Background: an optimization exercise with open tools, aiming at small area. Do not read the settings as production practice. The RTL was checked by simulation tests, not by an equivalence proof against the original design. Power is estimated from default activity; no workload was simulated.

## design/flow/design.v

```verilog
module alu(input read,write,dig1,dig2,dig3,dig4,rst,clk,rev,exec,sign, output o1,o2,o3,o4, output [0:6] bcd);
localparam RESET=3'd0;
localparam IDLE=3'd1;
localparam ADDRESS=3'd2;
localparam DISPLAY=3'd3;
localparam WRITE=3'd4;
localparam EXECUTE=3'd5;
localparam [4:0] SY_BL=5'd16;  
localparam [4:0] SY_MI=5'd17;  
localparam [4:0] SY_L =5'd18;  
localparam [4:0] SY_O =5'd19;  
localparam [4:0] SY_U =5'd20;  
localparam [4:0] SY_EQ=5'd21;  
localparam [4:0] SY_P =5'd22;  
localparam [4:0] SY_N =5'd23;  
function [6:0] seg;  
	input [4:0] c;
	case (c)
		5'd0:seg=7'b0000001;
		5'd1:seg=7'b1001111;
		5'd2:seg=7'b0010010;
		5'd3:seg=7'b0000110;
		5'd4:seg=7'b1001100;
		5'd5:seg=7'b0100100;
		5'd6:seg=7'b0100000;
		5'd7:seg=7'b0001111;
		5'd8:seg=7'b0000000;
		5'd9:seg=7'b0001100;
		5'd10:seg=7'b0001000;
		5'd11:seg=7'b1100000;
		5'd12:seg=7'b0110001;
		5'd13:seg=7'b1000010;
		5'd14:seg=7'b0110000;
		5'd15:seg=7'b0111000;
		5'd16:seg=7'b1111111;
		5'd17:seg=7'b1111110;
		5'd18:seg=7'b1110001;
		5'd19:seg=7'b1100010;
		5'd20:seg=7'b1100011;
		5'd21:seg=7'b1110110;
		5'd22:seg=7'b0011000;
		5'd23:seg=7'b1101010;
		default:seg=7'b1111111;
	endcase
endfunction
localparam [4:0] DEB0=5'b00001;
localparam [4:0] DEB30=5'b10000;
function [4:0] deb_next;
	input [4:0] d;
	deb_next = (d==DEB30) ? 5'd0 : {d[3:0], d[4]^d[2]};
endfunction
localparam [3:0] MC0=4'b0001;
localparam [3:0] MC9=4'b1011;
function [4:0] op_sym;  
	input [1:0] d;
	case (d)
		2'd0:op_sym=5'd10;  
		2'd1:op_sym=5'd5;   
		2'd2:op_sym=SY_P;   
		default:op_sym=5'd13;  
	endcase
endfunction
reg idle, address_read_q, mul_en_q;
reg [1:0] loc_q;
reg [4:0] address_q;
reg [1:0] di1_q;
reg [3:0] di2_q, di4_q, add1_q;
reg [2:0] di3_q, di5_q;
reg add2_q;
reg [4:0] b1_q, b2_q, b3_q, b4_q;
reg [3:0] mc_q;
reg [4:0] deb1_q, deb2_q, deb3_q, deb4_q;
reg [15:0] tr_q;  
reg sign_1_q, sign_2_q;
reg dclr_q;
reg [2:0] state;
reg mul_en, address_read;
reg [2:0] loc;
reg [4:0] address;
reg [1:0] di1;
reg [3:0] di2, di4, add1;
reg [2:0] di3, di5;
reg add2;
reg [4:0] b1, b2, b3, b4;
reg [3:0] mc;
reg [4:0] deb1, deb2, deb3, deb4;
reg m1, m2, m3, m4;
reg [15:0] tr;
reg sign_1, sign_2;
reg dclr;
reg mem_we;
reg fmt;
reg [17:0] mem_wdata;
reg [6:0] mag1, mag2;
reg [575:0] ring;
reg [4:0] ph;
reg [17:0] pf;  
reg pending;
reg [7:0] t, neg_t, absr;
reg m_sub, r7, ovf, unf;
wire [15:0] mul_output;
always @(*)
begin
	if (rst==1)
		state=RESET;
	else if(idle==1)
		state=IDLE;
	else if(address_read_q==1 & exec==1)
		state=EXECUTE;
	else if(address_read_q==1 & read==1)
		state=DISPLAY;
	else if (address_read_q==1 & write==1)
		state=WRITE;
	else if (read==1 | write==1 | exec==1)
		state=ADDRESS;
	else
		state=IDLE;
end
always @(posedge clk)
begin
	if(read==1 | write==1 | rst==1 | exec==1)
		idle<=0;
	else
		idle<=1;
end
always @(*)
begin
	m_sub = tr_q[7] ^ tr_q[15] ^ pf[0];
	t = {1'b0,tr_q[6:0]} + ({1'b0,tr_q[14:8]} ^ {8{m_sub}}) + {7'd0,m_sub};
	neg_t = -t;
	r7 = tr_q[7] ? neg_t[7] : t[7];
	absr = (tr_q[7] ^ r7) ? neg_t : t;
	if (pf[0]==0)
	begin
		ovf = pf[9]==0 & pf[17]==0 & r7;
		unf = pf[9]==1 & pf[17]==1 & !r7;
	end
	else
	begin
		ovf = pf[9]==0 & pf[17]==1 & r7;
		unf = pf[9]==1 & pf[17]==0 & !r7;
	end
end
always @(*)
begin
	mul_en=mul_en_q;address_read=address_read_q;
	loc={1'b0,loc_q};
	address=address_q;
	di1=di1_q;di2=di2_q;di3=di3_q;di4=di4_q;di5=di5_q;add1=add1_q;add2=add2_q;
	b1=b1_q;b2=b2_q;b3=b3_q;b4=b4_q;
	mc=mc_q;
	deb1=deb1_q;deb2=deb2_q;deb3=deb3_q;deb4=deb4_q;
	m1=dig1 & deb1_q==DEB30;
	m2=dig2 & deb2_q==DEB30;
	m3=dig3 & deb3_q==DEB30;
	m4=dig4 & deb4_q==DEB30;
	tr=tr_q;
	sign_1=sign_1_q;sign_2=sign_2_q;
	mem_we=0;
	fmt=0;
	mag1={di3_q,di2_q};
	mag2={di5_q,di4_q};
	mem_wdata={~sign_2_q & (mag2!=0), mag2, ~sign_1_q & (mag1!=0), mag1, di1_q};
	case(state)
		RESET:
			begin
				mul_en=0;address_read=0;
				loc=0;
				mc=MC0;tr=0;
				deb1=DEB0;deb2=DEB0;deb3=DEB0;deb4=DEB0;
				add1=0;add2=0;
				b4=5'd12;	 
				b3=SY_L;	 
				b2=5'd14;	 
				b1=SY_N;	 
			end
		IDLE:
			begin
				mul_en=0;address_read=0;
				loc=0;
				b4=5'd1;	 
				b3=5'd13;	 
				b2=SY_L;	 
				b1=5'd14;	 
			end
		ADDRESS:
			begin
				mc={mc_q[2:0],mc_q[3]^mc_q[2]};
				if(mc_q==MC9)
				begin
					deb1=dig1 ? deb_next(deb1_q) : DEB0;
					deb2=dig2 ? deb_next(deb2_q) : DEB0;
					deb4=dig4 ? deb_next(deb4_q) : DEB0;
					if(m4)
					begin
						address_read=1;
						address={add2_q,add1_q};
					end
					else
					begin
						if(m1)
							add1=rev ? add1_q-1 : add1_q+1;
						if(m2)
							add2=~add2_q;
					end
					mc=MC0;
					b4=5'd10;	 
					b3=5'd13;	 
					b2={4'd0,add2};
					b1={1'b0,add1};
				end
			end
		EXECUTE:
			begin
				tr=pf[17:2];
				case(pf[1:0])
					2'd0, 2'd1:
						begin
							if(ovf | unf)
							begin
								b3=SY_BL;
								b2=SY_BL;
								b1=ovf ? SY_O : SY_U;
							end
							else
							begin
								b3=(r7 & t!=8'h80) ? SY_MI : SY_BL;
								b4=SY_EQ;
								b2={1'b0,absr[7:4]};
								b1={1'b0,absr[3:0]};
							end
						end
					2'd2:
						begin
							mul_en=1;
							b4={1'b0,mul_output[15:12]};
							b3={1'b0,mul_output[11:8]};
							b2={1'b0,mul_output[7:4]};
							b1={1'b0,mul_output[3:0]};
						end
					default:
						begin
							b2=5'd0;
							b1=5'd0;
						end
				endcase
			end
		WRITE:
			begin
				mc={mc_q[2:0],mc_q[3]^mc_q[2]};
				if(mc_q==MC9)
				begin
					deb1=dig1 ? deb_next(deb1_q) : DEB0;
					deb2=dig2 ? deb_next(deb2_q) : DEB0;
					deb3=dig3 ? deb_next(deb3_q) : DEB0;
					deb4=dig4 ? deb_next(deb4_q) : DEB0;
					if(loc==0)
						loc=1;
					if(m4)
					begin
						loc=loc+1;
						if(loc>=4)
						begin
							mem_we=1;
							address_read=0;
							loc=0;
						end
					end
					else
					begin
						if (loc==1)
						begin
							if(m1)
								di1=rev ? di1_q-1 : di1_q+1;
						end
						else if(loc==2)
						begin
							sign_1=sign;
							if(m1)
								di2=rev ? di2_q-1 : di2_q+1;
							if(m2)
								di3=rev ? di3_q-1 : di3_q+1;
						end
						else if(loc==3)
						begin
							if(m1)
							begin
								sign_2=sign;
								di4=rev ? di4_q-1 : di4_q+1;
							end
							if(m2)
							begin
								sign_2=sign;
								di5=rev ? di5_q-1 : di5_q+1;
							end
						end
					end
					mc=MC0;
					fmt=1;
				end
			end
		DISPLAY:
			begin
				mc={mc_q[2:0],mc_q[3]^mc_q[2]};
				if(mc_q==MC9)
				begin
					deb1=dig1 ? deb_next(deb1_q) : DEB0;
					deb2=dig2 ? deb_next(deb2_q) : DEB0;
					deb3=dig3 ? deb_next(deb3_q) : DEB0;
					deb4=dig4 ? deb_next(deb4_q) : DEB0;
					if(m4)
					begin
						address_read=0;
						loc=0;
					end
					else
					begin
						if(m1)
							loc=1;
						if(m2)
							loc=2;
						if(m3)
							loc=3;
					end
					mc=MC0;
					tr=pf[17:2];
					fmt=1;
				end
			end
		default: ;
	endcase
	if(fmt)
	begin
		case(loc[1:0])
			2'd1:
				begin
					b4=SY_O;	 
					b3=SY_P;	 
					b2=SY_BL;
					b1=op_sym(state==WRITE ? di1 : pf[1:0]);
				end
			2'd2:
				begin
					b4=5'd1;
					b3=(state==WRITE ? !sign : pf[9]) ? SY_MI : SY_BL;
					b2={2'd0,state==WRITE ? di3 : pf[8:6]};
					b1={1'b0,state==WRITE ? di2 : pf[5:2]};
				end
			2'd3:
				begin
					b4=5'd2;
					b3=(state==WRITE ? !sign : pf[17]) ? SY_MI : SY_BL;
					b2={2'd0,state==WRITE ? di5 : pf[16:14]};
					b1={1'b0,state==WRITE ? di4 : pf[13:10]};
				end
			default:
				begin
					b4=state==WRITE ? SY_MI : 5'd13;	 
					b3=state==WRITE ? SY_MI : 5'd1;	 
					b2=state==WRITE ? SY_MI : 5'd5;	 
					b1=state==WRITE ? SY_MI : SY_P;	 
				end
		endcase
	end
	dclr=(state==RESET) | dclr_q;
	if(dclr_q & !pending)
	begin
		di1=0;di2=0;di3=0;di4=0;di5=0;
		sign_1=1;sign_2=1;
		dclr=(state==RESET);
	end
end
always @(posedge clk)
begin
	mul_en_q<=mul_en;address_read_q<=address_read;
	loc_q<=loc[1:0];
	address_q<=address;
	di1_q<=di1;di2_q<=di2;di3_q<=di3;di4_q<=di4;di5_q<=di5;add1_q<=add1;add2_q<=add2;
	b1_q<=b1;b2_q<=b2;b3_q<=b3;b4_q<=b4;
	mc_q<=mc;
	deb1_q<=deb1;deb2_q<=deb2;deb3_q<=deb3;deb4_q<=deb4;
	tr_q<=tr;
	sign_1_q<=sign_1;sign_2_q<=sign_2;
	dclr_q<=dclr;
end
wire commit = pending & (address_q == ph);
wire [4:0] sel_addr = {add2_q, add1_q};
wire [1:0] tap = sel_addr[4:3] - ph[4:3];
reg [17:0] tap_q;
always @(*)
begin
	case (tap)
		2'd0: tap_q = ring[0*18 +: 18];
		2'd1: tap_q = ring[8*18 +: 18];
		2'd2: tap_q = ring[16*18 +: 18];
		default: tap_q = ring[24*18 +: 18];
	endcase
end
always @(posedge clk)
begin
	ph <= ph + 5'd1;
	ring <= {commit ? mem_wdata : ring[17:0], ring[575:18]};
	if (mem_we)
		pending <= 1'b1;
	else if (commit)
		pending <= 1'b0;
	if (sel_addr[2:0] == ph[2:0])
		pf <= tap_q;
end
reg [15:0] prod;
reg [14:0] pm;
reg [6:0] tb;
reg prev, za;
wire s_q = tr_q[7] ^ tr_q[15];
wire flip = s_q ^ tr[7] ^ tr[15];
wire do_sub = tb[0] & !prev;
wire do_add = !tb[0] & prev & !za;
wire psub = (do_sub & !s_q) | (do_add & s_q);
wire [15:0] msum = (flip ? ~prod : prod) + ((flip | !(do_sub | do_add)) ? 16'd0 : ({1'b0,pm} ^ {16{psub}})) + {15'd0, flip | psub};
always @(posedge clk)
begin
	if(mul_en_q)
	begin
		prod <= msum;
		prev <= tb[0];
		pm <= pm << 1;
		tb <= tb >> 1;
	end
	else
	begin
		za <= tr_q[6:0] == 7'd0;
		pm <= (tr_q[6:0] == 7'd0) ? 15'd256 : {8'd0,tr_q[6:0]};
		tb <= tr_q[14:8];
		prev <= 1'b0;
		prod <= 16'd0;
	end
end
assign mul_output = prod;
reg [7:0] dcount;
reg [4:0] bcd_code;
wire [7:0] count = rst ? 8'd0 : dcount + 8'd1;
always @(posedge clk)
begin
	dcount <= count;
	if (count <= 60)
		bcd_code <= b4_q;
	else if (count <= 120)
		bcd_code <= b3_q;
	else if (count <= 180)
		bcd_code <= b2_q;
	else if (count <= 240)
		bcd_code <= b1_q;
end
assign o4 = !(dcount <= 60);
assign o3 = !(dcount > 60 && dcount <= 120);
assign o2 = !(dcount > 120 && dcount <= 180);
assign o1 = !(dcount > 180);
assign bcd = seg(bcd_code);
endmodule
```

## design/flow/flow/run.sh

```bash
#!/bin/bash
# The standard layout (standard.sh) with two changes:
# - synthesis maps logic with an area-only ABC script (flow/abc_area.script, no buffering
#   or upsizing), through a copy of the ORFS scripts folder that differs only in that file;
# - ports are buffered with buf_1;
# - the clock tree is built from clkbuf_4/clkbuf_8 in sink clusters of 15, without dummy loads.
# Each tool's output goes to the ORFS logs under orfs/logs; make's output to standard.log.
set -euo pipefail
here=$(pwd)
rm -rf "$here/scripts_local"
cp -r "$FLOW_HOME/scripts" "$here/scripts_local"
cp "$here/flow/abc_area.script" "$here/scripts_local/abc_area.script"
export SCRIPTS_DIR="$here/scripts_local"
export BUFFER_PORTS_ARGS="-buffer_cell sky130_fd_sc_hd__buf_1"
export CTS_ARGS="-sink_clustering_enable -repair_clock_nets -dont_use_dummy_load -buf_list {sky130_fd_sc_hd__clkbuf_4 sky130_fd_sc_hd__clkbuf_8} -sink_clustering_size 15 -sink_clustering_max_diameter 50"
bash standard.sh > standard.log 2>&1
```

## design/flow/flow/abc_area.script

```
strash
&get -n
&st
&dch
&nf -R 1000
&put
topo
stime -c
```

## design/flow/standard.sh

```bash
#!/bin/bash
# synth_recipe.tcl (not shown) runs the flow's synth.tcl, then flattens the netlist and writes it again
# the make line also repeats each setting of config.mk as NAME=value (left out here)
make -C /OpenROAD-flow-scripts/flow DESIGN_CONFIG=/design/flow/config.mk WORK_HOME=/design/flow/orfs CLKGATE_MAP_FILE= SYNTH_SCRIPT=/design/flow/synth_recipe.tcl "${@:-finish}"
```

## design/flow/config.mk

```make
export PLATFORM = sky130hd
export DESIGN_NAME = alu
export DESIGN_NICKNAME = alu
export VERILOG_FILES = /design/flow/design.v
export SDC_FILE = /design/flow/constraint.sdc
export NUM_CORES = 4
export LEC_CHECK = 0
export ABC_AREA = 1
export CAP_MARGIN = 20
export CORE_MARGIN = 2
export CORE_UTILIZATION = 45
export SLEW_MARGIN = 20
```

## design/flow/constraint.sdc

```tcl
create_clock -name core_clock -period 10.0 [get_ports {clk}]
set_input_delay 2.0000 -clock core_clock [delete_from_list [all_inputs] [get_ports {clk}]]
set_output_delay 2.0000 -clock core_clock [all_outputs]
set_load 0.01 [all_outputs]
```

==> results.toml, run 1 <==
[sta]
tightestPinTransition_ns = 1.093
finalMaxSlewViolations = 0
period_minus_slack_ns = 7.775
whs_ns = 0.2965
final-hold-violation-count = 0
setup_viol = 0
rsz0062_at_grt = "no"
skew_ns = 0.07764
setup_tns_ns = 0
fin_crit_sh_pct = 77.75
max_slew_margin_pct = 27.11
fmax_mhz = 128.6

[place]
port_buffers = 21
gp_congestion = 0.8712
post-dp-hpwl_mm = 24.28

[detailed_routing]
drt_drc_violations_left = 0
route.met3.wl_mm = 1.696
top_layer = "met4"
drt_iter0_drc = 735
wl_met2_mm = 15.64
firstDrtPassIters = 5
antenna_left = 0
wl_mm = 36.56
num_vias = 11302
wl_met1_mm = 18.08
wl_per_cell_um = 15.82
vias_per_cell = 4.891

[clock_network]
ctsResizeCount = 0
path_clk_slew_ns = 0.09
clockBufferDepth = 3
htreeDepth = 2
cts_root_buf = "clkbuf_8"
cts_buffers = 60
clock_sinks = 754
cts_tree = "built"
cts_hold_buf = 0
post_cts_buffers = 0
clk_latency_ns = 0.67

[synth]
ys_seq_elements = 754
syn-num-nets = 1667
yosys_warnings = 1
synth_cell_types = 47
synthArstFlopShare_pct = 0
synth_flop_cell = "dfxtp_1"
synth-edff-count = 94
syn_avg_cell_area_um2 = 13.31
seq_area_frac_synth_pct = 75.03
postSynthCellCount = 1606
syn_area_mm2 = 0.02137

[power]
p_seq_share_pct = 63.7
internal_power_w = 0.003838
switching_share_pct = 23.36
pwr-share-comb_pct = 8.5
switching_power_w = 0.001170
power.density_mw_per_mm2 = 216.0
clockPowerShare_pct = 27.8
irDropWorstVdd_uv = 118.1
total_leakage_power_nw = 9.026

[worst_setup_path]
crit_required_ns = 10.47
reg2regPathDepth = 28
slowest_stage = "buf_1"
startpoint_type = "primary input"
r2r_end = "prod[14]"
critical_path.max_stage_delay_ns = 0.63
ff2ff_setup_slack_ns = 3.93
worstPathMaxFanout = 19
arrival_ns = 8.25
critical_path_class = "in2reg"
r2r_start = "idle"
end_kind = "flip-flop"

[floorplanning]
die_area_mm2 = 0.04925
num_rows = 79
die_x_um = 221.9
die_h_um = 221.9
core_area_mm2 = 0.04675
io_pins = 22
initial_core_util_pct = 45.71

[outcome]
status = "no timing/DRC/antenna violations"

[cells_and_area]
layout.area.seq_mm2 = 0.01604
area_growth_pct = 8.460
fin_nets = 1766
drive_gt1_share_pct = 4.756
fillCellCount = 4028
multi_input_area_mm2 = 0.005211

[grt]
antenna_found_initial = 1
grt_max_degree = 34
grt_pass1_wl_mm = 58.86
grt_use_total_pct = 15.05
grt_pass1_vias = 10932
grt_overflow_total = 0

[hold_path]
worstHoldStart = "ring[541]"
hold_path.class = "reg2reg"
holdPathStages = 0
hold_path_end = "ring[523]"

[job]
drv_cap = 0
[power by group through the flow]
stage	registers (W)	logic, W	clock network [W]
2_1_floorplan	0.00325	0.000312	0
3_3_place_gp	0.00326	0.000416	0
3_5_place_dp	0.00326	0.000425	0
4_1_cts	0.00319	0.000426	0.00145
5_1_grt	0.00320	0.000483	0.00156
6_report	0.00319	0.000426	0.00139
[logic make-up (layout without fill, tap and decap cells)]
family                   after synthesis  count (layout)  share of synthesized area [%]
flip-flops                           754             754                          75.03
AND/OR/NAND/NOR                      380             380                          8.196
AO/OA/AOI/OAI                        252             252                          7.154
XOR/XNOR                              96              96                          3.934
adder cells (fa/ha/maj)               50              50                          3.208
buffers and inverters                 39             136                         0.6850
multiplexers                          35              35                          1.791
other                                  0               1                              0
[metal layers]
layer	track usage, %	vias to the layer above
met5	0	-
met4	5.711	0
met3	3.260	71
met2	22.73	222
met1	21.24	5367
li1	-	5642
[per-stage QoR]
stage | total power (W) | instance area (um2) | instances | setup WS (ns) | util (%)
global route | 0.005238 | 23180 | 2311 | 1.569 | 49.58
finish | 0.005007 | 23180 | 2311 | 2.225 | 49.58
floorplan | 0.003558 | 21370 | 1606 | 1.171 | -
CTS | 0.005069 | 23180 | 2310 | 2.320 | 49.57
global placement | 0.003674 | 22350 | 2250 | 1.830 | 47.81
detailed placement | 0.003684 | 22350 | 2250 | 1.702 | 47.81
[flip-flops by register name, summed over array words and instances, names as in the netlist, 5 cells and up]
name       cells
tb             7
b4_q           5
tr_q          16
deb4_q         5
ph             5
b1_q           5
prod          16
b2_q           5
address_q      5
bcd            7
ring         576
deb3_q         5
pf            18
deb2_q         5
b3_q           5
pm            15
dcount         8
bcd_code       5
deb1_q         5
[how the worst max path moves through the flow]
stage	depth (start not counted)	end	slack (ns)	startpoint
global route	29	prod[14]	1.57	rst
detailed placement	29	prod[14]	1.70	rst
global placement	29	prod[14]	1.83	rst
CTS	29	prod[14]	2.32	rst
finish	29	prod[14]	2.22	rst
floorplan	25	prod[14]	1.17	exec
[area by class of cell]
class / count / area share (%)
clock buffer: 60 / 3.563
inverter: 39 / 0.6315
sequential: 754 / 69.18
timing repair buffer: 37 / 0.8583
antenna: 1 / 0.01080
tap: 607 / 3.276
multi-input combinational: 813 / 22.48
[worst max-delay path: cells and delay by family]
| family | cells | cell delay (ns) |
|---|---|---|
| compound gates | 13 | 2.13 |
| xor+xnor | 3 | 0.49 |
| fa+ha+maj | 2 | 0.86 |
| buf+inv | 4 | 1.39 |
| simple gates | 7 | 1.35 |
[synth_stat cells, types with 2 or more instances]
cell type / number / area [um2]
a211o_1: 4 / 35.03
a211oi_1: 4 / 30.03
a21boi_0: 2 / 15.01
a21o_1: 12 / 90.09
a21oi_1: 81 / 405.4
a221oi_1: 3 / 26.28
a222oi_1: 18 / 180.2
a22o_1: 5 / 43.79
a31oi_1: 8 / 50.05
and2_0: 48 / 300.3
and3_1: 10 / 62.56
clkinv_1: 39 / 146.4
dfxtp_1: 660 / 13210
edfxtp_1: 94 / 2823
fa_1: 8 / 160.2
ha_1: 42 / 525.5
mux2_1: 26 / 292.8
mux2i_1: 9 / 90.09
nand2_1: 139 / 521.8
nand2b_1: 6 / 37.54
nand3_1: 14 / 70.07
nand3b_1: 2 / 15.01
nand4_1: 2 / 12.51
nor2_1: 101 / 379.1
nor2b_1: 12 / 75.07
nor3_1: 22 / 110.1
nor3b_1: 4 / 30.03
nor4_1: 9 / 56.30
o211ai_1: 12 / 90.09
o21a_1: 3 / 22.52
o21ai_0: 85 / 425.4
o21bai_1: 2 / 15.01
o22ai_1: 3 / 18.77
o31ai_1: 5 / 37.54
or2_0: 2 / 12.51
or3_1: 2 / 12.51
or4_1: 4 / 30.03
xnor2_1: 51 / 446.7
xor2_1: 45 / 394.1
[layout by cell type (no fill, tap or decap), drive strengths merged, types with 14 or more instances in the layout]
| cell | count |
|---|---|
| a21oi | 81 |
| a222oi | 18 |
| and2 | 48 |
| buf | 37 |
| clkbuf | 60 |
| clkinv | 39 |
| dfxtp | 660 |
| edfxtp | 94 |
| ha | 42 |
| mux2 | 26 |
| nand2 | 139 |
| nand3 | 14 |
| nor2 | 101 |
| nor3 | 22 |
| o21ai | 85 |
| xnor2 | 51 |
| xor2 | 45 |
==> run 2: changes to the inputs <==
--- a/design/flow/config.mk
+++ b/design/flow/config.mk
@@ -10,3 +10,3 @@
 export CORE_MARGIN = 2
-export CORE_UTILIZATION = 45
+export CORE_UTILIZATION = 70
 export SLEW_MARGIN = 20
==> run 2 against run 1 <==
  * Still clean
  * Combinational power is 1% higher
  * Hold slack worse by 0.0055 ns
  * Clock-buffer cell count is 1 lower
  * Clock skew is 0.0033 ns higher
  * Die area is 35% lower
  * Critical endpoint unchanged
  * Largest power group unchanged
==> results.toml, run 2 <==
[synth]
synth_top_area_cell = "dfxtp_1"
synthArstFlopShare_pct = 0
synth.area.top_cells = "dfxtp_1 62%, edfxtp_1 13%, ha_1 2.5%, nand2_1 2.4%, xnor2_1 2.1%"
synth_top_area_share_pct = 61.82
synth-edff-count = 94
postSynthCellCount = 1606
yosys_warnings = 1
syn_area_mm2 = 0.02137
seq_area_frac_synth_pct = 75.03
ys_seq_elements = 754
synth_flop_cell = "dfxtp_1"
syn_avg_cell_area_um2 = 13.31
yosysMostFrequentCell = "dfxtp_1"
synth_cell_types = 47
synth_common_cells = "660 x dfxtp_1, 139 x nand2_1, 101 x nor2_1"
syn-num-nets = 1667

[cells_and_area]
final_cell_mix = "660 x dfxtp_1, 139 x nand2_1, 101 x nor2_1, 94 x edfxtp_1, 85 x o21ai_0"
fillCellCount = 1802
area_growth_pct = 7.119
layout.area.seq_mm2 = 0.01604
top_register = "ring"
fin_nets = 1765
drive_gt1_share_pct = 4.700
largest_register_ff_count = 576
multi_input_area_mm2 = 0.005213
n_antenna_cell = 0
layout_commonest_cell = "dfxtp_1"
fin_cells = 2092
final_area_mm2 = 0.02289
top_regs = "ring: 576 flops, pf: 18 flops"

[clock_network]
htreeDepth = 2
cts_tree = "built"
path_clk_slew_ns = 0.09
clockBufferDepth = 3
clock_sinks = 754
ctsResizeCount = 0
post_cts_buffers = 0
clk_latency_ns = 0.64
cts_root_buf = "clkbuf_8"
cts_hold_buf = 0
cts_buffers = 59

[sta]
whs_ns = 0.2911
fmax_mhz = 127.5
rsz0062_at_grt = "no"
fin_crit_sh_pct = 78.44
tightestPinTransition_ns = 0.9275
final-hold-violation-count = 0
setup_tns_ns = 0
skew_ns = 0.08094
setup_viol = 0
finalMaxSlewViolations = 0
period_minus_slack_ns = 7.844
max_slew_margin_pct = 38.17

[floorplanning]
die_x_um = 178.7
die_area_mm2 = 0.03194
io_pins = 22
num_rows = 63
core_area_mm2 = 0.02987
initial_core_util_pct = 71.54
die_h_um = 178.7

[grt]
grt_max_degree = 34
grt_pass1_vias = 11769
grt_pass1_wl_mm = 62.91
grt_use_total_pct = 25.83
antenna_found_initial = 0
grt_overflow_total = 0

[power]
total_leakage_power_nw = 9.021
p_total_w = 0.005003
power.density_mw_per_mm2 = 218.5
irDropWorstVdd_uv = 188.4

[detailed_routing]
wl_mm = 39.94
wl_per_cell_um = 19.09
vias_per_cell = 5.548
drt_iter0_drc = 749
firstDrtPassIters = 6
drt_drc_violations_left = 0
antenna_left = 0
num_vias = 11606

[place]
place_area_mm2 = 0.02208
gp_congestion = 0.8897
post-dp-hpwl_mm = 26.13
dp.cells = 2033
port_buffers = 21

[worst_setup_path]
startpoint_type = "primary input"
worstPathMaxFanout = 19
arrival_ns = 8.31
reg2regPathDepth = 27
end_kind = "flip-flop"
critical_path_class = "in2reg"
crit_required_ns = 10.46

[hold_path]
holdPathStages = 0
hold_path.class = "reg2reg"

[job]
drv_cap = 0

[outcome]
status = "no timing/DRC/antenna violations"
-- run 2: cell types whose count changed in the layout (fill, tap and decap cells not counted), sizes merged --
cell    change
diode       -1
clkbuf      -1
-- run 2: cell families after synthesis --
group,after synthesis,share of synthesized area [%]
AOI/OAI and AO/OA,252,7.154
xor gates and xnor gates,96,3.934
adders and majority gates,50,3.208
buffers and inverters,39,0.6850
DFF,754,75.03
muxes,35,1.791
and+or+nand+nor,380,8.196
-- run 2: routing by layer --
metal,GRT usage [%],part of all wire [%],vias to the layer above
li1,-,-,5624
met4,11.45,4.1,0
met3,3.838,4.9,92
met5,0,0,-
met1,34.04,44,5545
met2,42.81,47,345
-- run 2: area by class of cell --
type | instances | share of cell area [%]
Clock buffer | 59 | 3.547
Tap cell | 390 | 2.131
Sequential cell | 754 | 70.04
Multi-Input combinational cell | 813 | 22.77
Inverter | 39 | 0.6394
Timing Repair Buffer | 37 | 0.8690
-- run 2: report_power, final --
group	switching (W)	internal, W	total, W
logic	0.000268	0.000162	0.000431
clock network	0.000858	0.000525	0.00138
registers	0.0000462	0.00314	0.00319
total	0.00117	0.00383	0.00500
-- run 2: metrics by stage --
step / util, % / setup WS [ns]
5_1_grt: 76.63 / 1.575
3_3_place_gp: 73.91 / 1.957
3_5_place_dp: 73.91 / 1.679
4_1_cts: 76.63 / 2.261
2_1_floorplan: - / 1.171
6_report: 76.63 / 2.156
-- run 2: worst max-delay path, cell delays in order --
cell      delay [ns]
buf_1           0.67
nor2_1          0.12
and2_0          0.23
and2_0          0.21
nor2_1          0.30
nand2_1         0.33
nand2_1         0.15
o22ai_1         0.14
a22o_1          0.32
xor2_1          0.24
xnor2_2         0.13
buf_4           0.30
o21ai_0         0.16
nand2b_1        0.19
fa_1            0.44
fa_1            0.42
o21ai_0         0.33
a21oi_1         0.13
o21bai_1        0.21
a21o_1          0.15
a21oi_1         0.09
o21bai_1        0.16
a21oi_1         0.12
o21ai_0         0.30
a21o_1          0.16
a21oi_1         0.07
xor2_1          0.15
nor2_1          0.05
-- run 2: path summary, 6_finish.rpt --
| kind | startpoint | slack [ns] | to |
|---|---|---|---|
| max | rst | 2.16 | prod[14] |
| max reg2reg | idle | 3.96 | prod[14] |
| min reg2reg | ring[555] | 0.29 | ring[537] |
| min | ring[555] | 0.29 | ring[537] |
==> run 3: changes to the inputs <==
--- a/design/flow/flow/run.sh
+++ b/design/flow/flow/run.sh
@@ -5,3 +5,3 @@
 # - ports are buffered with buf_1;
-# - the clock tree is built from clkbuf_4/clkbuf_8 in sink clusters of 15, without dummy loads.
+# - the clock tree is built from clkbuf_4/clkbuf_8 in sink clusters of 18, without dummy loads.
 # Each tool's output goes to the ORFS logs under orfs/logs; make's output to standard.log.
@@ -14,3 +14,3 @@
 export BUFFER_PORTS_ARGS="-buffer_cell sky130_fd_sc_hd__buf_1"
-export CTS_ARGS="-sink_clustering_enable -repair_clock_nets -dont_use_dummy_load -buf_list {sky130_fd_sc_hd__clkbuf_4 sky130_fd_sc_hd__clkbuf_8} -sink_clustering_size 15 -sink_clustering_max_diameter 50"
+export CTS_ARGS="-sink_clustering_enable -repair_clock_nets -dont_use_dummy_load -buf_list {sky130_fd_sc_hd__clkbuf_4 sky130_fd_sc_hd__clkbuf_8} -sink_clustering_size 18 -sink_clustering_max_diameter 50"
 bash standard.sh > standard.log 2>&1
==> run 3 against run 2 <==
  * Register-to-register slack got worse by 0.10 ns
  * Largest power group unchanged
  * Still clean
  * Via count fell by 0.94%
  * Sequential share of layout area rose by 0.30 points
  * Critical endpoint unchanged
==> results.toml, run 3 <==
[floorplanning]
core_area_mm2 = 0.02987
die_x_um = 178.7
io_pins = 22
die_area_mm2 = 0.03194
initial_core_util_pct = 71.54
num_rows = 63
die_h_um = 178.7

[synth]
synth_cell_types = 47
synth_top_area_share_pct = 61.82
syn_area_mm2 = 0.02137
seq_area_frac_synth_pct = 75.03
synth.area.top_cells = "dfxtp_1 62%, edfxtp_1 13%, ha_1 2.5%, nand2_1 2.4%, xnor2_1 2.1%"
synth-edff-count = 94
synth_common_cells = "660 x dfxtp_1, 139 x nand2_1, 101 x nor2_1"
yosys_warnings = 1
ys_seq_elements = 754
postSynthCellCount = 1606
syn_avg_cell_area_um2 = 13.31
yosysMostFrequentCell = "dfxtp_1"
synthArstFlopShare_pct = 0
synth_top_area_cell = "dfxtp_1"
synth_flop_cell = "dfxtp_1"
syn-num-nets = 1667

[sta]
skew_ns = 0.09193
worst_slack_ns = 2.055
max_slew_margin_pct = 38.05
tightestPinTransition_ns = 0.9293
fin_crit_sh_pct = 79.45
whs_ns = 0.2779
setup_tns_ns = 0
final-hold-violation-count = 0
fmax_mhz = 125.9
finalMaxSlewViolations = 0
rsz0062_at_grt = "no"
setup_viol = 0
period_minus_slack_ns = 7.945

[cells_and_area]
n_antenna_cell = 0
area_growth_pct = 6.668
largest_register_ff_count = 576
drive_gt1_share_pct = 4.307
final_area_mm2 = 0.02280
top_regs = "ring: 576 flops, pf: 18 flops"
fin_nets = 1758
final_cell_mix = "660 x dfxtp_1, 139 x nand2_1, 101 x nor2_1, 94 x edfxtp_1, 85 x o21ai_0"
top_register = "ring"
layout_commonest_cell = "dfxtp_1"

[place]
gp_congestion = 0.8897
port_buffers = 21
dp_slack_ns = 1.679
post-dp-hpwl_mm = 26.13
place_area_mm2 = 0.02208

[clock_network]
cts_hold_buf = 0
cts_tree = "built"
cts_buffers = 52
clk_latency_ns = 0.61
clockBufferDepth = 3
clock_sinks = 754
ctsResizeCount = 0
cts_root_buf = "clkbuf_8"
htreeDepth = 2
post_cts_buffers = 0
path_clk_slew_ns = 0.09

[worst_setup_path]
critical_path_class = "in2reg"
worstPathMaxFanout = 19
slowest_stage = "buf_1"
crit_family = "compound AO/OA/AOI/OAI gates"
startpoint_type = "primary input"
arrival_ns = 8.37
crit_required_ns = 10.43
end_kind = "flip-flop"
ff2ff_setup_slack_ns = 3.86
r2r_start = "idle"
reg2regPathDepth = 27
r2r_end = "prod[14]"
critical_path.max_stage_delay_ns = 0.67
crit_top_cell = "a21oi_1"
path_buf_inv = 2

[job]
drv_cap = 0

[detailed_routing]
num_vias = 11497
drt_drc_violations_left = 0
firstDrtPassIters = 5
wl_per_cell_um = 18.65
wl_mm = 38.88
vias_per_cell = 5.514
antenna_left = 0
drt_iter0_drc = 836

[outcome]
status = "no timing/DRC/antenna violations"

[grt]
antenna_found_initial = 0
grt_pass1_vias = 11537
grt_pass1_wl_mm = 61.31
grt_overflow_total = 0
grt_use_total_pct = 25.09
grt_max_degree = 34

[power]
power.density_mw_per_mm2 = 215.7
irDropWorstVdd_uv = 174.5
total_leakage_power_nw = 8.971

[hold_path]
holdPathStages = 0
worstHoldStart = "ring[519]"
hold_path_end = "ring[501]"
hold_path.class = "reg2reg"
[run 3: worst max-delay path by stage]
| stage | startpoint | to | slack, ns | depth (start not counted) |
|---|---|---|---|---|
| floorplan | exec | prod[14] | 1.17 | 25 |
| global placement | rst | prod[14] | 1.96 | 28 |
| detailed placement | rst | prod[14] | 1.68 | 28 |
| CTS | rst | prod[14] | 2.16 | 28 |
| global route | rst | prod[14] | 1.49 | 28 |
| finish | rst | prod[14] | 2.05 | 28 |
[run 3: cell type report]
cell class,count,area (um2)
clock buffers,52,715.7
fillers,1824,7078
inverters,39,146.4
multi-input cells,813,5213
flip-flops and latches,754,16040
well taps,390,488.0
repair buffers,37,198.9
[run 3: cells by family after synthesis]
family | synth area share [%]
compound gates | 7.154
buf+inv | 0.6850
xor+xnor | 3.934
simple gates | 8.196
mux | 1.791
fa+ha+maj | 3.208
flops | 75.03
[run 3: stage by stage]
stage	std cells	utilization [%]	total power [W]
6_report	2085	76.31	0.004917
5_1_grt	2085	76.31	0.005105
4_1_cts	2085	76.31	0.004942
3_5_place_dp	2033	73.91	0.003684
3_3_place_gp	2033	73.91	0.003671
2_1_floorplan	1606	-	0.003558
[run 3: where the power goes]
| part | internal, W | leakage, nW | switching (W) |
|---|---|---|---|
| sequential | 0.00314 | 6.26 | 0.0000466 |
| clock | 0.000467 | 0.374 | 0.000832 |
| combinational | 0.000162 | 2.34 | 0.000266 |
| total | 0.00377 | 8.97 | 0.00114 |
[run 3: routing by layer]
layer	vias up	part of all wire [%]	track usage (%)	wire length, um
li1	5616	-	-	-
met1	5487	45	33.53	17540
met2	307	46	41.63	18080
met3	87	4.7	3.732	1817
met4	0	3.7	9.892	1450
met5	-	0	0	0
==> run 4: changes to the inputs <==
--- a/design/flow/design.v
+++ b/design/flow/design.v
@@ -15,32 +15,9 @@
 localparam [4:0] SY_N =5'd23;  
-function [6:0] seg;  
-	input [4:0] c;
-	case (c)
-		5'd0:seg=7'b0000001;
-		5'd1:seg=7'b1001111;
-		5'd2:seg=7'b0010010;
-		5'd3:seg=7'b0000110;
-		5'd4:seg=7'b1001100;
-		5'd5:seg=7'b0100100;
-		5'd6:seg=7'b0100000;
-		5'd7:seg=7'b0001111;
-		5'd8:seg=7'b0000000;
-		5'd9:seg=7'b0001100;
-		5'd10:seg=7'b0001000;
-		5'd11:seg=7'b1100000;
-		5'd12:seg=7'b0110001;
-		5'd13:seg=7'b1000010;
-		5'd14:seg=7'b0110000;
-		5'd15:seg=7'b0111000;
-		5'd16:seg=7'b1111111;
-		5'd17:seg=7'b1111110;
-		5'd18:seg=7'b1110001;
-		5'd19:seg=7'b1100010;
-		5'd20:seg=7'b1100011;
-		5'd21:seg=7'b1110110;
-		5'd22:seg=7'b0011000;
-		5'd23:seg=7'b1101010;
-		default:seg=7'b1111111;
-	endcase
-endfunction
+localparam [31:0] SEG0=32'h00bf2812;
+localparam [31:0] SEG1=32'h00bfd860;
+localparam [31:0] SEG2=32'hff67d004;
+localparam [31:0] SEG3=32'hffc38692;
+localparam [31:0] SEG4=32'hff2302ba;
+localparam [31:0] SEG5=32'h00bb208e;
+localparam [31:0] SEG6=32'hff151083;
 localparam [4:0] DEB0=5'b00001;
@@ -99,2 +76,5 @@
 reg [7:0] t, neg_t, absr;
+reg [6:0] ty;
+reg [7:0] tc;
+integer k;
 reg m_sub, r7, ovf, unf;
@@ -128,3 +108,10 @@
 	m_sub = tr_q[7] ^ tr_q[15] ^ pf[0];
-	t = {1'b0,tr_q[6:0]} + ({1'b0,tr_q[14:8]} ^ {8{m_sub}}) + {7'd0,m_sub};
+	ty = tr_q[14:8] ^ {7{m_sub}};
+	tc[0] = m_sub;
+	for (k = 0; k < 7; k = k + 1)
+	begin
+		t[k] = tr_q[k] ^ ty[k] ^ tc[k];
+		tc[k+1] = (tr_q[k] & ty[k]) | (tr_q[k] & tc[k]) | (ty[k] & tc[k]);
+	end
+	t[7] = m_sub ^ tc[7];
 	neg_t = -t;
@@ -418,3 +405,16 @@
 wire psub = (do_sub & !s_q) | (do_add & s_q);
-wire [15:0] msum = (flip ? ~prod : prod) + ((flip | !(do_sub | do_add)) ? 16'd0 : ({1'b0,pm} ^ {16{psub}})) + {15'd0, flip | psub};
+wire [15:0] mx = prod ^ {16{flip}};
+wire [15:0] my = flip ? 16'd0 : ({1'b0, pm & {15{do_sub | do_add}}} ^ {16{psub}});
+reg [15:0] msum;
+reg [16:0] cy;
+integer i;
+always @(*)
+begin
+	cy[0] = flip | psub;
+	for (i = 0; i < 16; i = i + 1)
+	begin
+		msum[i] = mx[i] ^ my[i] ^ cy[i];
+		cy[i+1] = (mx[i] & my[i]) | (mx[i] & cy[i]) | (my[i] & cy[i]);
+	end
+end
 always @(posedge clk)
@@ -457,3 +457,9 @@
 assign o1 = !(dcount > 180);
-assign bcd = seg(bcd_code);
+assign bcd[0] = SEG0[bcd_code];
+assign bcd[1] = SEG1[bcd_code];
+assign bcd[2] = SEG2[bcd_code];
+assign bcd[3] = SEG3[bcd_code];
+assign bcd[4] = SEG4[bcd_code];
+assign bcd[5] = SEG5[bcd_code];
+assign bcd[6] = SEG6[bcd_code];
 endmodule
--- a/design/flow/flow/run.sh
+++ b/design/flow/flow/run.sh
@@ -5,3 +5,3 @@
 # - ports are buffered with buf_1;
-# - the clock tree is built from clkbuf_4/clkbuf_8 in sink clusters of 18, without dummy loads.
+# - the clock tree is built from clkbuf_4/clkbuf_8 in sink clusters of 15, without dummy loads.
 # Each tool's output goes to the ORFS logs under orfs/logs; make's output to standard.log.
@@ -14,3 +14,3 @@
 export BUFFER_PORTS_ARGS="-buffer_cell sky130_fd_sc_hd__buf_1"
-export CTS_ARGS="-sink_clustering_enable -repair_clock_nets -dont_use_dummy_load -buf_list {sky130_fd_sc_hd__clkbuf_4 sky130_fd_sc_hd__clkbuf_8} -sink_clustering_size 18 -sink_clustering_max_diameter 50"
+export CTS_ARGS="-sink_clustering_enable -repair_clock_nets -dont_use_dummy_load -buf_list {sky130_fd_sc_hd__clkbuf_4 sky130_fd_sc_hd__clkbuf_8} -sink_clustering_size 15 -sink_clustering_max_diameter 50"
 bash standard.sh > standard.log 2>&1
==> run 4 against run 3 <==
  * Critical endpoint is now prod[15]
  * Via count decreased by 4.6%
  * Sequential cell count decreased by 7
  * Non-clock buffer count increased by 5
==> results.toml, run 4 <==
[detailed_routing]
drt_iter0_drc = 846
wl_mm = 38.12
wl_met2_mm = 17.92
top_layer = "met4"
wl_met1_mm = 17.01
antenna_left = 0
firstDrtPassIters = 5
num_vias = 10973
vias_per_cell = 5.484
wl_per_cell_um = 19.05
drt_drc_violations_left = 0
route.met3.wl_mm = 1.957

[cells_and_area]
fin_nets = 1669
final_cell_mix = "653 x dfxtp_1, 123 x nand2_1, 94 x edfxtp_1, 81 x nor2_1, 59 x o21ai_0"
largest_register_ff_count = 576
final_area_mm2 = 0.02259
area_growth_pct = 8.044
drive_gt1_share_pct = 6.766
layout_commonest_cell = "dfxtp_1"
n_antenna_cell = 0
top_register = "ring"
top_regs = "ring: 576 flops, pf: 18 flops"

[worst_setup_path]
worstPathMaxFanout = 28
r2r_end = "prod[15]"
crit_required_ns = 10.52
reg2regPathDepth = 27
critical_path.max_stage_delay_ns = 0.45
startpoint_type = "primary input"
r2r_start = "address_read_q"
arrival_ns = 10.08
ff2ff_setup_slack_ns = 1.52
end_kind = "flip-flop"
crit_family = "adder cells"
slowest_stage = "fa_1"
critical_path_class = "in2reg"
crit_top_cell = "fa_2"
path_buf_inv = 3

[clock_network]
cts_buffers = 58
ctsResizeCount = 0
post_cts_buffers = 0
clk_latency_ns = 0.63
cts_tree = "built"
cts_hold_buf = 0
clockBufferDepth = 3
clock_sinks = 747
htreeDepth = 2
cts_root_buf = "clkbuf_8"
path_clk_slew_ns = 0.09

[grt]
grt_pass1_wl_mm = 59.44
grt_overflow_total = 0
grt_pass1_vias = 11096
grt_use_total_pct = 24.99
grt_max_degree = 37
antenna_found_initial = 0

[floorplanning]
initial_core_util_pct = 70.73
die_x_um = 176.8
io_pins = 22
die_h_um = 176.8
die_area_mm2 = 0.03127
num_rows = 63
core_area_mm2 = 0.02956

[synth]
syn_area_mm2 = 0.02091
synth_cell_types = 47
synth_common_cells = "653 x dfxtp_1, 127 x nand2_1, 94 x edfxtp_1"
yosys_warnings = 1
synth_flop_cell = "dfxtp_1"
synth_top_area_share_pct = 62.53
syn_avg_cell_area_um2 = 13.84
synth.area.top_cells = "dfxtp_1 63%, edfxtp_1 14%, fa_1 2.5%, nand2_1 2.3%, xor2_1 2.3%"
ys_seq_elements = 747
synthArstFlopShare_pct = 0
synth-edff-count = 94
syn-num-nets = 1567
yosysMostFrequentCell = "dfxtp_1"
seq_area_frac_synth_pct = 76.03
synth_top_area_cell = "dfxtp_1"
postSynthCellCount = 1511

[power]
power.density_mw_per_mm2 = 219.6
total_leakage_power_nw = 8.706
switching_share_pct = 23.37
p_seq_share_pct = 64.0
internal_power_w = 0.003802
irDropWorstVdd_uv = 218.3
pwr-share-comb_pct = 8.7
switching_power_w = 0.001160
p_total_w = 0.004961
clockPowerShare_pct = 27.3

[sta]
finalMaxSlewViolations = 0
rsz0062_at_grt = "no"
period_minus_slack_ns = 9.561
max_slew_margin_pct = 23.70
fin_crit_sh_pct = 95.61
skew_ns = 0.06627
fmax_mhz = 104.6
tightestPinTransition_ns = 1.145
final-hold-violation-count = 0
setup_viol = 0

[place]
port_buffers = 21
post-dp-hpwl_mm = 25.87
gp_congestion = 0.9203
place_area_mm2 = 0.02179

[outcome]
status = "no timing/DRC/antenna violations"

[hold_path]
worstHoldStart = "ring[384]"
hold_path_end = "ring[366]"
holdPathStages = 0
hold_path.class = "reg2reg"

[job]
drv_cap = 0
## run 4: cell types whose count changed in the layout (fill, tap and decap cells not counted), sizes merged, moves of 12 or more
cell,previous run,this run
ha,42,19
nand2,139,127
xnor2,51,33
fa,8,26
o21ai,85,60
nor2,101,82
a21oi,81,58
## run 4: kinds of logic after synthesis
| kind of cell | after synthesis | synth area share (%) |
|---|---|---|
| mux | 36 | 1.885 |
| xor+xnor | 87 | 3.645 |
| fa+ha+maj | 45 | 3.627 |
| simple gates | 369 | 8.337 |
| buf+inv | 31 | 0.5566 |
| compound gates | 196 | 5.919 |
| flops | 747 | 76.03 |
## run 4: per-stage QoR
| stage | utilization (%) | setup WS, ns | instances | TNS [ns] | hold slack [ns] |
|---|---|---|---|---|---|
| final | 76.41 | 0.4391 | 2001 | 0 | 0.2989 |
| after floorplan | - | 0.03528 | 1511 | 0 | 0.3096 |
| after global routing | 76.41 | 0.1482 | 2001 | 0 | 0.2982 |
| after CTS | 76.41 | 0.4909 | 2001 | 0 | 0.3005 |
| after detailed placement | 73.71 | -0.1214 | 1943 | -0.1214 | 0.3121 |
| after global placement | 73.71 | 0.06654 | 1943 | 0 | 0.3098 |
## run 4: power by group through the flow
| stage | Clock [W] | Sequential [W] | Combinational [W] |
|---|---|---|---|
| after floorplan | 0 | 0.00322 | 0.000314 |
| final | 0.00135 | 0.00317 | 0.000433 |
| after global placement | 0 | 0.00324 | 0.000411 |
| after global routing | 0.00148 | 0.00318 | 0.000489 |
| after CTS | 0.00139 | 0.00317 | 0.000431 |
| after detailed placement | 0 | 0.00324 | 0.000430 |
## run 4: per-layer routing
metal / vias to the layer above / global-route usage (%)
met5: - / 0
met4: 0 / 9.263
met3: 80 / 3.694
met2: 328 / 40.93
met1: 5262 / 34.25
li1: 5303 / -
## run 4: how the worst max path moves through the flow
stage,from,to,slack [ns],cells after the start
floorplan,write,prod[15],0.04,28
global placement,exec,prod[15],0.07,29
detailed placement,exec,prod[15],-0.12,29
CTS,exec,prod[15],0.49,29
global route,exec,prod[15],0.15,29
finish,exec,prod[15],0.44,28
## run 4: area by class of cell
class / instances / area [um2]
well taps: 390 / 488.0
flip-flops and latches: 747 / 15900
inverters: 31 / 116.4
fillers: 1761 / 6972
multi-input cells: 733 / 5054
repair buffers: 42 / 236.5
clock buffers: 58 / 798.3
==> run 5: changes to the inputs <==
--- a/design/flow/design.v
+++ b/design/flow/design.v
@@ -71,2 +71,5 @@
 reg [6:0] mag1, mag2;
+reg [1:0] locw;
+reg [3:0] lo_in, lo_out;
+reg [2:0] hi_in, hi_out;
 reg [575:0] ring;
@@ -149,2 +152,7 @@
 	mag2={di5_q,di4_q};
+	locw=(loc_q==0) ? 2'd1 : loc_q;
+	lo_in=(state==ADDRESS) ? add1_q : (locw==1) ? {2'd0,di1_q} : (locw==2) ? di2_q : di4_q;
+	lo_out=rev ? lo_in-4'd1 : lo_in+4'd1;
+	hi_in=(locw==2) ? di3_q : di5_q;
+	hi_out=rev ? hi_in-3'd1 : hi_in+3'd1;
 	mem_wdata={~sign_2_q & (mag2!=0), mag2, ~sign_1_q & (mag1!=0), mag1, di1_q};
@@ -188,3 +196,3 @@
 						if(m1)
-							add1=rev ? add1_q-1 : add1_q+1;
+							add1=lo_out;
 						if(m2)
@@ -260,3 +268,3 @@
 							if(m1)
-								di1=rev ? di1_q-1 : di1_q+1;
+								di1=lo_out[1:0];
 						end
@@ -266,5 +274,5 @@
 							if(m1)
-								di2=rev ? di2_q-1 : di2_q+1;
+								di2=lo_out;
 							if(m2)
-								di3=rev ? di3_q-1 : di3_q+1;
+								di3=hi_out;
 						end
@@ -275,3 +283,3 @@
 								sign_2=sign;
-								di4=rev ? di4_q-1 : di4_q+1;
+								di4=lo_out;
 							end
@@ -280,3 +288,3 @@
 								sign_2=sign;
-								di5=rev ? di5_q-1 : di5_q+1;
+								di5=hi_out;
 							end
--- a/design/flow/flow/run.sh
+++ b/design/flow/flow/run.sh
@@ -5,3 +5,3 @@
 # - ports are buffered with buf_1;
-# - the clock tree is built from clkbuf_4/clkbuf_8 in sink clusters of 15, without dummy loads.
+# - the clock tree is built from clkbuf_4/clkbuf_8 in sink clusters of 18, without dummy loads.
 # Each tool's output goes to the ORFS logs under orfs/logs; make's output to standard.log.
@@ -14,3 +14,3 @@
 export BUFFER_PORTS_ARGS="-buffer_cell sky130_fd_sc_hd__buf_1"
-export CTS_ARGS="-sink_clustering_enable -repair_clock_nets -dont_use_dummy_load -buf_list {sky130_fd_sc_hd__clkbuf_4 sky130_fd_sc_hd__clkbuf_8} -sink_clustering_size 15 -sink_clustering_max_diameter 50"
+export CTS_ARGS="-sink_clustering_enable -repair_clock_nets -dont_use_dummy_load -buf_list {sky130_fd_sc_hd__clkbuf_4 sky130_fd_sc_hd__clkbuf_8} -sink_clustering_size 18 -sink_clustering_max_diameter 50"
 bash standard.sh > standard.log 2>&1
==> run 5 against run 4 <==
  * Still clean
  * Global-route usage rose by 0.96 points
  * Sequential power up 4%
  * Core utilization shrank 0.089 points
  * Area after synthesis down 0.45%
  * Via count increased by 0.60%
  * Clock skew increased by 0.024 ns
  * Final cell count decreased by 0.40%
  * First-iteration DRC count increased by 33%
  * Power increased by 8.2%
  * Sequential share of layout area is 0.27 points higher
  * Non-clock buffer count grew 9
  * Combinational power increased by 75%
==> results.toml, run 5 <==
[synth]
synth.area.top_cells = "dfxtp_1 63%, edfxtp_1 14%, fa_1 2.2%, nand2_1 2.2%, mux2_1 1.8%"
synthArstFlopShare_pct = 0
yosysMostFrequentCell = "dfxtp_1"
yosys_warnings = 1
postSynthCellCount = 1499
synth_flop_cell = "dfxtp_1"
syn_avg_cell_area_um2 = 13.88
synth_cell_types = 50
syn-num-nets = 1549
seq_area_frac_synth_pct = 76.37
synth-edff-count = 94
ys_seq_elements = 747
synth_common_cells = "653 x dfxtp_1, 120 x nand2_1, 98 x nor2_1"
syn_area_mm2 = 0.02081
synth_top_area_cell = "dfxtp_1"
synth_top_area_share_pct = 62.81

[cells_and_area]
layout_commonest_cell = "dfxtp_1"
drive_gt1_share_pct = 6.613
multi_input_area_mm2 = 0.004959
layout.area.seq_mm2 = 0.01590
final_area_mm2 = 0.02250
area_growth_pct = 8.116
fillCellCount = 1766
n_antenna_cell = 0
top_regs = "ring: 576 flops, pf: 18 flops"
final_cell_mix = "653 x dfxtp_1, 119 x nand2_1, 95 x nor2_1, 94 x edfxtp_1, 58 x o21ai_0"
fin_nets = 1655
top_register = "ring"
largest_register_ff_count = 576

[sta]
period_minus_slack_ns = 9.670
setup_viol = 0
final-hold-violation-count = 0
skew_ns = 0.09043
finalMaxSlewViolations = 0
max_slew_margin_pct = 32.78
whs_ns = 0.2795
rsz0062_at_grt = "no"
worst_slack_ns = 0.3295
tightestPinTransition_ns = 1.005
fin_crit_sh_pct = 96.70
fmax_mhz = 103.4

[clock_network]
htreeDepth = 2
ctsResizeCount = 0
post_cts_buffers = 0
path_clk_slew_ns = 0.09
clk_latency_ns = 0.62
clock_sinks = 747
clockBufferDepth = 3
cts_buffers = 53
cts_tree = "built"
cts_hold_buf = 0
cts_root_buf = "clkbuf_8"

[place]
place_area_mm2 = 0.02177
dp_slack_ns = -0.1822
post-dp-hpwl_mm = 26.04
port_buffers = 21
gp_congestion = 0.9420

[floorplanning]
die_x_um = 176.4
die_area_mm2 = 0.03113
core_area_mm2 = 0.02948
die_h_um = 176.4
io_pins = 22
num_rows = 63
initial_core_util_pct = 70.60

[worst_setup_path]
reg2regPathDepth = 27
arrival_ns = 10.17
critical_path_class = "in2reg"
end_kind = "flip-flop"
crit_required_ns = 10.50
slowest_stage = "fa_1"
worstPathMaxFanout = 3
critical_path.max_stage_delay_ns = 0.42
startpoint_type = "primary input"
crit_top_cell = "fa_1"

[detailed_routing]
num_vias = 11039
wl_per_cell_um = 19.70
drt_iter0_drc = 1124
antenna_left = 0
drt_drc_violations_left = 0
vias_per_cell = 5.539
wl_mm = 39.27
firstDrtPassIters = 6

[grt]
antenna_found_initial = 0
grt_overflow_total = 0
grt_use_total_pct = 25.95
grt_pass1_wl_mm = 61.69
grt_max_degree = 34
grt_pass1_vias = 11014

[power]
power.density_mw_per_mm2 = 238.5
total_leakage_power_nw = 8.680
irDropWorstVdd_uv = 169.7

[outcome]
status = "no timing/DRC/antenna violations"

[hold_path]
holdPathStages = 0
hold_path.class = "reg2reg"

[job]
drv_cap = 0
-- run 5: cell families (layout without fill, tap and decap cells) --
group | Yosys count | after routing | synth area share (%)
compound gates | 196 | 196 | 5.970
xor+xnor | 75 | 75 | 3.156
fa+ha+maj | 39 | 39 | 3.174
buf+inv | 29 | 133 | 0.5230
flops | 747 | 747 | 76.37
mux | 53 | 53 | 2.753
simple gates | 360 | 360 | 8.050
-- run 5: critical path: cells and delay by family --
kind,cells,cell delay (ns)
AND/OR/NAND/NOR,4,0.29
AO/OA/AOI/OAI,5,1.06
buffers and inverters,3,0.30
XOR/XNOR,4,0.66
adder cells (fa/ha/maj),15,5.88
-- run 5: final timing paths --
path                            startpoint        end  slack, ns
worst max-delay path                 write   prod[15]       0.33
worst min-delay path             ring[496]  ring[478]       0.28
worst min register to register   ring[496]  ring[478]       0.28
worst max register to register     mc_q[2]   prod[15]       1.48
-- run 5: through the flow --
stage	cells	power (W)	TNS, ns	utilization [%]
global placement	1940	0.004078	-0.01475	73.84
detailed placement	1940	0.004113	-0.1822	73.85
finish	1993	0.005366	0	76.33
CTS	1993	0.005379	0	76.33
global route	1993	0.005593	0	76.33
floorplan	1499	0.003863	0	-
-- run 5: layout make-up --
type	count	share of cell area [%]
clock buffer	53	3.242
inverter	29	0.5060
multi-input combinational	723	22.04
sequential	747	70.64
tap	390	2.169
timing repair buffer	51	1.407
-- run 5: routing by layer --
metal  global-route usage [%]  wire (um)  vias to the layer above
li1                         -          -                     5285
met3                    3.898       2116                       63
met1                    35.64      17500                     5350
met5                        0          0                        -
met4                    6.371        735                        0
met2                    43.91      18910                      341
-- run 5: report_power, final --
group,internal (W),switching [W],leakage [nW]
Combinational,0.000301,0.000458,2.09
Clock,0.000475,0.000831,0.381
Sequential,0.00319,0.000113,6.21
Total,0.00396,0.00140,8.68
==> run 6: changes to the inputs <==
--- a/design/flow/flow/run.sh
+++ b/design/flow/flow/run.sh
@@ -5,3 +5,3 @@
 # - ports are buffered with buf_1;
-# - the clock tree is built from clkbuf_4/clkbuf_8 in sink clusters of 18, without dummy loads.
+# - the clock tree is built from clkbuf_4/clkbuf_8 in sink clusters of 21, without dummy loads.
 # Each tool's output goes to the ORFS logs under orfs/logs; make's output to standard.log.
@@ -14,3 +14,3 @@
 export BUFFER_PORTS_ARGS="-buffer_cell sky130_fd_sc_hd__buf_1"
-export CTS_ARGS="-sink_clustering_enable -repair_clock_nets -dont_use_dummy_load -buf_list {sky130_fd_sc_hd__clkbuf_4 sky130_fd_sc_hd__clkbuf_8} -sink_clustering_size 18 -sink_clustering_max_diameter 50"
+export CTS_ARGS="-sink_clustering_enable -repair_clock_nets -dont_use_dummy_load -buf_list {sky130_fd_sc_hd__clkbuf_4 sky130_fd_sc_hd__clkbuf_8} -sink_clustering_size 21 -sink_clustering_max_diameter 50"
 bash standard.sh > standard.log 2>&1
==> run 6 against run 5 <==
  * Global-route usage is 1.4 points lower
  * Setup slack worse by 0.021 ns
  * First-iteration DRC count down 16%
  * Via count decreased by 1.2%
  * Core utilization shrank 0.19 points
  * Hold slack got worse by 0.011 ns
  * Routed wire length is 4.3% lower
  * Maximum frequency decreased by 0.22%
  * Clock skew rose by 0.017 ns
  * Critical path depth unchanged
  * Combinational power hardly changed
  * Power shrank 1.2%
  * Critical path type unchanged
  * Largest cell class unchanged
  * Largest power group unchanged
==> results.toml, run 6 <==
[outcome]
status = "no timing/DRC/antenna violations"

[sta]
setup_tns_ns = 0
whs_ns = 0.2689
rsz0062_at_grt = "no"
period_minus_slack_ns = 9.692
final-hold-violation-count = 0
finalMaxSlewViolations = 0
fin_crit_sh_pct = 96.92
tightestPinTransition_ns = 0.9885
fmax_mhz = 103.2
skew_ns = 0.1074
max_slew_margin_pct = 33.85
setup_viol = 0

[synth]
synth_flop_cell = "dfxtp_1"
synth_common_cells = "653 x dfxtp_1, 120 x nand2_1, 98 x nor2_1"
syn_area_mm2 = 0.02081
syn-num-nets = 1549
postSynthCellCount = 1499
seq_area_frac_synth_pct = 76.37
synth_top_area_share_pct = 62.81
yosys_warnings = 1
synth-edff-count = 94
syn_avg_cell_area_um2 = 13.88
synth_cell_types = 50
synth_top_area_cell = "dfxtp_1"
synthArstFlopShare_pct = 0
synth.area.top_cells = "dfxtp_1 63%, edfxtp_1 14%, fa_1 2.2%, nand2_1 2.2%, mux2_1 1.8%"
yosysMostFrequentCell = "dfxtp_1"
ys_seq_elements = 747

[worst_setup_path]
critical_path_class = "in2reg"
reg2regPathDepth = 27
end_kind = "flip-flop"
critical_path.max_stage_delay_ns = 0.42
crit_required_ns = 10.49
startpoint_type = "primary input"
crit_top_cell = "fa_1"
worstPathMaxFanout = 3
slowest_stage = "fa_1"
arrival_ns = 10.18

[power]
p_seq_share_pct = 62.2
switching_share_pct = 25.91
power.density_mw_per_mm2 = 236.3
irDropWorstVdd_uv = 158.9
switching_power_w = 0.001374
total_leakage_power_nw = 8.651
pwr-share-comb_pct = 14.3
clockPowerShare_pct = 23.5
p_total_w = 0.005303
internal_power_w = 0.003930

[grt]
grt_use_total_pct = 24.55
grt_max_degree = 34
grt_pass1_vias = 10730
grt_pass1_wl_mm = 58.73
grt_overflow_total = 0
antenna_found_initial = 0

[detailed_routing]
vias_per_cell = 5.482
wl_per_cell_um = 18.89
drt_drc_violations_left = 0
num_vias = 10903
wl_mm = 37.58
antenna_left = 0
firstDrtPassIters = 7
drt_iter0_drc = 940

[floorplanning]
io_pins = 22
initial_core_util_pct = 70.60
num_rows = 63
die_x_um = 176.4
die_area_mm2 = 0.03113
core_area_mm2 = 0.02948
die_h_um = 176.4

[job]
drv_cap = 0

[cells_and_area]
drive_gt1_share_pct = 6.379
multi_input_area_mm2 = 0.004959
top_regs = "ring: 576 flops, pf: 18 flops"
largest_register_ff_count = 576
final_util_pct = 76.14
top_register = "ring"
layout_commonest_cell = "dfxtp_1"
final_area_mm2 = 0.02245
layout.area.seq_mm2 = 0.01590
fillCellCount = 1798
fin_nets = 1651
final_cell_mix = "653 x dfxtp_1, 119 x nand2_1, 95 x nor2_1, 94 x edfxtp_1, 58 x o21ai_0"
area_growth_pct = 7.851
n_antenna_cell = 0

[hold_path]
holdPathStages = 0
hold_path.class = "reg2reg"

[clock_network]
path_clk_slew_ns = 0.11
clock_sinks = 747
htreeDepth = 2
cts_root_buf = "clkbuf_8"
clk_latency_ns = 0.62
ctsResizeCount = 0
clockBufferDepth = 3
cts_hold_buf = 0
post_cts_buffers = 0
cts_buffers = 49
cts_tree = "built"

[place]
place_area_mm2 = 0.02177
post-dp-hpwl_mm = 26.04
port_buffers = 21
gp_congestion = 0.9420
-- run 6: final cells by class --
type	instances	share of cell area, %
flip-flops and latches	747	70.81
multi-input cells	723	22.09
clock buffers	49	3.004
well taps	390	2.174
repair buffers	51	1.410
inverters	29	0.5072
-- run 6: cells by family (layout without fill, tap and decap cells) --
logic type	count (synthesis)	after routing	share of synthesized area [%]
adder cells (fa/ha/maj)	39	39	3.174
buffers and inverters	29	129	0.5230
XOR/XNOR	75	75	3.156
flip-flops	747	747	76.37
AND/OR/NAND/NOR	360	360	8.050
multiplexers	53	53	2.753
AO/OA/AOI/OAI	196	196	5.970
-- run 6: final timing paths --
| check | start | to | slack (ns) |
|---|---|---|---|
| worst max-delay path | write | prod[15] | 0.31 |
| worst min-delay path | ring[87] | ring[69] | 0.27 |
| worst max register to register | mc_q[2] | prod[15] | 1.49 |
| worst min register to register | ring[87] | ring[69] | 0.27 |
-- run 6: through the flow --
stage / std cells / setup slack [ns]
CTS: 1989 / 0.3702
finish: 1989 / 0.3085
detailed placement: 1940 / -0.1822
global route: 1989 / 0.07016
floorplan: 1499 / 0.02133
global placement: 1940 / -0.01475
-- run 6: layer usage --
metal  vias up  wire length [um]  GRT usage, %
met2       313             17520         40.26
met1      5251             17280         34.75
met4         0               746         6.095
met3        55              2030         3.833
li1       5284                 -             -
met5         -                 0             0
-- run 6: power by group through the flow --
stage	Clock, W	Combinational (W)	Sequential (W)
final	0.00124	0.000758	0.00330
after global routing	0.00137	0.000843	0.00331
after CTS	0.00127	0.000750	0.00330
after detailed placement	0	0.000747	0.00337
after global placement	0	0.000716	0.00336
after floorplan	0	0.000543	0.00332
-- run 6: critical path, delay by kind of cell --
kind                     cells  cell delay (ns)
AO/OA/AOI/OAI                5             1.06
XOR/XNOR                     4             0.66
adder cells (fa/ha/maj)     15             5.87
buffers and inverters        3             0.30
AND/OR/NAND/NOR              4             0.29

==> what the ideal ports hide <==
The results above use ideal ports. As a check the final layouts listed here were re-extracted and re-timed, cells and wires unchanged.
Step 1, drivers: a clkbuf_16 drives clk and a buf_2 each remaining input, both assumed.
Step 2 adds t to the input delays and takes it off the output delays; t is the mean of the earliest and latest rising clock arrival at the registers after step 1. Input paths then give back, and output paths get back, about the clock's delay inside the block.
Slacks: no drivers / after step 1 / after step 2; pairs: no drivers / after step 1.
run	shift t [ns]	setup WS [ns]	worst setup path at the end	worst slew at a driven data input, ns
run 1	0.685	2.225 / 2.241 / 1.556	input to register	0.06
run 2	0.648	2.156 / 2.176 / 1.528	input to register	0.05
run 3	0.619	2.055 / 2.076 / 1.457	input to register	0.05
run 4	0.647	0.439 / 0.470 / -0.178	input to register	0.04
run 5	0.621	0.330 / 0.357 / -0.264	input to register	0.05
run 6	0.614	0.308 / 0.335 / -0.278	input to register	0.05
With both steps, setup timing fails in run 4, run 5 and run 6, where it was met with ideal ports. For run 1, which loses most, drivers alone change the setup slack by +0.016 ns; drivers and shift together by -0.669 ns.
